Background: an optimization exercise with open tools, aiming at small area, a short achievable clock period and few clock cycles. Do not read the settings as production practice. In this exercise RTL edits were held to simulation tests only and were not proved equivalent to the original. No activity file was given, so power comes from the tool's default toggle rates.

## v21
Design main, start of the top module:
module main(
    input clk,
    input rst,
    output [63:0] imem_addr,
    input  [31:0] imem_rdata,
    output        dmem_we,
    output [63:0] dmem_addr,
    output [63:0] dmem_wdata,
    input  [63:0] dmem_rdata,
    output        wb_en,
    output [4:0]  wb_rd,
    output [63:0] wb_data
);
For scale: ~360 I/O pins, roughly 120000 um2 of cells after synthesis.
Settings: LEC_CHECK=0, CAP_MARGIN=20, CORE_MARGIN=2, CORE_UTILIZATION=38, PLACE_DENSITY=0.5, SETUP_SLACK_MARGIN=5, SLEW_MARGIN=20; clock period 10.0 ns.
standard.sh (not shown) runs the stock make flow with config.mk's settings and CLKGATE_MAP_FILE= SYNTH_SCRIPT=/design/flow/synth_recipe.tcl, a recipe that flattens the netlist after the stock synthesis.
==> flow/flow/run.sh <==
#!/bin/bash
# The standard layout (standard.sh: the standard synthesis, floorplan,
# placement, CTS, routing) at the design's clock and constraints, with:
#  - every port still buffered, with buf_2 rather than the delay cell
#    buffer_ports picks by default;
#  - CTS without dummy loads.
# make's output goes to flow_make.log; each tool's own log is in orfs/logs/.
set -euo pipefail
bash standard.sh SETUP_SLACK_MARGIN=5.5 \
  "BUFFER_PORTS_ARGS=-buffer_cell sky130_fd_sc_hd__buf_2" \
  "CTS_ARGS=-sink_clustering_enable -repair_clock_nets -dont_use_dummy_load" \
  finish > flow_make.log 2>&1
v21: flow complete, layout not clean; failing: capacitance limit, slew limit
Testbench counts of v21, summed over its fixed seeds: cycles 33,171.
## Diff of input files: v38 against v21
- PLACE_DENSITY now 0.52, was 0.5
- CORE_UTILIZATION now 40, was 38
--- a/flow/flow/run.sh
+++ b/flow/flow/run.sh
@@ -5,3 +5,3 @@
 #    buffer_ports picks by default;
-#  - CTS without dummy loads.
+#  - CTS without dummy loads, with clkbuf_8 at the leaves of the tree.
 # make's output goes to flow_make.log; each tool's own log is in orfs/logs/.
@@ -10,3 +10,3 @@
   "BUFFER_PORTS_ARGS=-buffer_cell sky130_fd_sc_hd__buf_2" \
-  "CTS_ARGS=-sink_clustering_enable -repair_clock_nets -dont_use_dummy_load" \
+  "CTS_ARGS=-sink_clustering_enable -repair_clock_nets -dont_use_dummy_load -sink_clustering_buffer sky130_fd_sc_hd__clkbuf_8" \
   finish > flow_make.log 2>&1
--- outcome ---
Having completed the whole flow, v38 delivered a layout that passed the timing, design-rule and antenna checks.
v21: all stages done; final checks FAILED (capacitance limit, slew limit).
When the final numbers for v21 and v38 were put side by side, the filler cell count in the final layout turned out to be smaller in v38.
Looking at slowest cell on the critical path, the sky130_fd_sc_hd__o22ai_2 result is from v38; the sky130_fd_sc_hd__nor4_1 one comes from v21.
Re total area of multi-input combinational cells: v21 and v38 aren't equal, and the lower value belongs to v38.
Fraction of area in clock buffers and inverters: v21 and v38 compared, higher one is v21
Input-level comparison between v14 and v38:
- PLACE_DENSITY now 0.38, was 0.52
- CORE_UTILIZATION now 28, was 40
--- a/flow/flow/run.sh
+++ b/flow/flow/run.sh
@@ -5,3 +5,3 @@
 #    buffer_ports picks by default;
-#  - CTS without dummy loads, with clkbuf_8 at the leaves of the tree.
+#  - CTS without dummy loads.
 # make's output goes to flow_make.log; each tool's own log is in orfs/logs/.
@@ -10,3 +10,3 @@
   "BUFFER_PORTS_ARGS=-buffer_cell sky130_fd_sc_hd__buf_2" \
-  "CTS_ARGS=-sink_clustering_enable -repair_clock_nets -dont_use_dummy_load -sink_clustering_buffer sky130_fd_sc_hd__clkbuf_8" \
+  "CTS_ARGS=-sink_clustering_enable -repair_clock_nets -dont_use_dummy_load" \
   finish > flow_make.log 2>&1
Notes after the runs:
- | post-route clock period utilization | v38 vs v14 | ≈ equal |
- The run with more setup slack is v38; v14 has less.
- Data arrival time at the worst-slack endpoint, v38 and v14, higher one = v14.
- Lower count of antenna diodes in the layout was reported by v14, not v38.
- Diff v14..v38 | flip-flop and latch count after synthesis | unchanged
- | detailed-route via count | higher: v38 |

========
main, a different RTL version from the one above (not shown whole).
Size in the first run: roughly 9,800 cells after synthesis, roughly 2,500 flip-flops, roughly 360 I/O pins, about 120,000 sq um of cells after synthesis.
// main
module main(
    input clk,
    input rst,
    output [63:0] imem_addr,
    input  [31:0] imem_rdata,
    output        dmem_we,
    output [63:0] dmem_addr,
    output [63:0] dmem_wdata,
    input  [63:0] dmem_rdata,
    output        wb_en,
    output [4:0]  wb_rd,
    output [63:0] wb_data
);
==> flow/config.mk <==
export PLATFORM = sky130hd
export DESIGN_NAME = main
export DESIGN_NICKNAME = main
export VERILOG_FILES = /design/flow/design.v
export SDC_FILE = /design/flow/constraint.sdc
export NUM_CORES = 4
export LEC_CHECK = 0
export CAP_MARGIN = 20
export CORE_MARGIN = 2
export CORE_UTILIZATION = 28
export PLACE_DENSITY = 0.38
export SETUP_SLACK_MARGIN = 5
export SLEW_MARGIN = 20
==> flow/constraint.sdc <==
create_clock -name core_clock -period 10.0 [get_ports {clk}]
set_input_delay 2.0000 -clock core_clock [delete_from_list [all_inputs] [get_ports {clk}]]
set_output_delay 2.0000 -clock core_clock [all_outputs]
set_load 0.01 [all_outputs]
==> flow/flow/run.sh <==
#!/bin/bash
# The standard layout (standard.sh: the standard synthesis, floorplan,
# placement, CTS, routing) at the design's clock and constraints, with:
#  - every port still buffered, with buf_2 rather than the delay cell
#    buffer_ports picks by default;
#  - CTS without dummy loads.
# make's output goes to flow_make.log; each tool's own log is in orfs/logs/.
set -euo pipefail
bash standard.sh SETUP_SLACK_MARGIN=6.4 \
  "BUFFER_PORTS_ARGS=-buffer_cell sky130_fd_sc_hd__buf_2" \
  "CTS_ARGS=-sink_clustering_enable -repair_clock_nets -dont_use_dummy_load" \
  finish > flow_make.log 2>&1
The baseline completed without violations.
Testbench counts at the start, summed over its fixed seeds: cycles 33,171.
==> next run, changes <==
==> flow/flow/run.sh (replaced) <==
#!/bin/bash
set -euo pipefail
bash standard.sh SETUP_SLACK_MARGIN=6.4 finish > flow_make.log 2>&1
=>
- count of clock-buffer cells in the layout increases by 92
- die area is unchanged
- hold slack loses 0.013 ns
- maximum frequency increases by a few percent
- cell count increases by a few percent
- final area increases by a few percent
- combinational power increases by a few percent
- register-to-register slack loses 0.12 ns
- sequential share of layout area decreases by 1.4 points

========
## the previous run
Another version of the RTL of main (not shown whole).
Size in the first run: about 9,800 cells after synthesis, ~2,500 flip-flops, roughly 360 I/O pins.
clock: 10.0 ns
lec_check: 0
cap_margin: 20
core_margin: 2
core_utilization: 35
place_density: 0.45
setup_slack_margin: 5
slew_margin: 20
run.sh (not shown) runs the stock make flow with config.mk's settings and CLKGATE_MAP_FILE= SYNTH_SCRIPT=/design/flow/synth_recipe.tcl, a recipe that flattens the netlist after the stock synthesis.
Stock flow here: none of the scripts above is used.
The previous run: flow completed, timing, DRC and antenna clean
Testbench counts of the previous run, summed over its fixed seeds: cycles 33,171.
Here is what was changed in the inputs of the current run compared with the previous run.
Settings: CORE_UTILIZATION: 35 -> 28; PLACE_DENSITY: 0.45 -> 0.38.
==> flow/flow/run.sh (new file) <==
#!/bin/bash
set -euo pipefail
bash standard.sh SETUP_SLACK_MARGIN=6.4 finish > flow_make.log 2>&1
==> flow/standard.sh (new file) <==
#!/bin/bash
# synth_recipe.tcl (not shown) runs the flow's synth.tcl, then flattens the netlist and writes it again
# the make line also repeats each setting of config.mk as NAME=value (left out here)
make -C /OpenROAD-flow-scripts/flow DESIGN_CONFIG=/design/flow/config.mk WORK_HOME=/design/flow/orfs CLKGATE_MAP_FILE= SYNTH_SCRIPT=/design/flow/synth_recipe.tcl "${@:-finish}"
removed: flow/run.sh
Notes after the runs:
- When the current run is measured against the previous run, its power share of the clock group turns out 1.7 points lower.
- The current run vs the previous run: area of the multi-input gates up
- Against the previous run as the reference, the current run delivers a lower final critical-path required period.
- The current run finished every stage and its layout cleared the timing, design-rule and antenna checks.
- From the previous run to the current run the numbers moved as follows: non-clock buffer share of cell area now larger, summed area of non-filler cells in the final layout now larger, met2 layer wire length in the routed design now larger.
- Summary of the current run over the previous run: number of standard cells in the final layout excluding fillers rose by 2,085; placed instance area rose by about 2.3%; number of iterations in the first detailed-routing pass fell by 4; total global routing track utilization fell by 4.2 points.
- A path type of the worst setup path of in -> reg is what the previous run shows, while reg -> reg belongs to the current run.
- Against the previous run, total design power in the current run rose by a little under 10%.

==> re-timing with driven ports <==
Ports are ideal in the flow. The routed layouts listed here were re-timed in OpenROAD. Step 1 sets driving cells, clkbuf_16 on the clock port and buf_2 on the other inputs (assumed; they add their load-dependent delay and slew). Step 2 moves the port delays by t, midway between the first and last clock arrival at a register: inputs arrive t later, outputs are due t later. That takes back most of the time a late clock gives input paths. Three values: no drivers, after step 1, after step 2; two values: the first two.
run | shift t [ns] | slack for setup (ns) | hold slack, ns | latest minus earliest clock arrival (ns) | pins driven straight from the clock port
v21 | 1.006 | 5.279 / 5.325 / 4.319 | 0.310 / 0.310 / 0.310 | 0.090 / 0.091 | 1
v38 | 0.990 | 5.274 / 5.313 / 4.324 | 0.316 / 0.316 / 0.316 | 0.101 / 0.101 | 1
v14 | 1.047 | 5.267 / 5.358 / 4.311 | 0.310 / 0.310 / 0.310 | 0.115 / 0.115 | 1
the first run of note 2 | 1.045 | 5.077 / 5.123 / 4.078 | 0.342 / 0.342 / 0.342 | 0.136 / 0.136 | 1
the second run of note 2 | 1.066 | 5.192 / 5.227 / 4.162 | 0.328 / 0.328 / 0.328 | 0.089 / 0.089 | 1
the previous run | 1.043 | 4.936 / 4.952 / 3.927 | 0.343 / 0.343 / 0.343 | 0.083 / 0.083 | 1
the current run | 1.074 | 5.472 / 5.472 / 4.506 | 0.325 / 0.325 / 0.325 | 0.086 / 0.087 | 1
For the second run of note 2, which loses most, drivers alone change the setup slack by +0.035 ns; drivers and shift together by -1.030 ns.
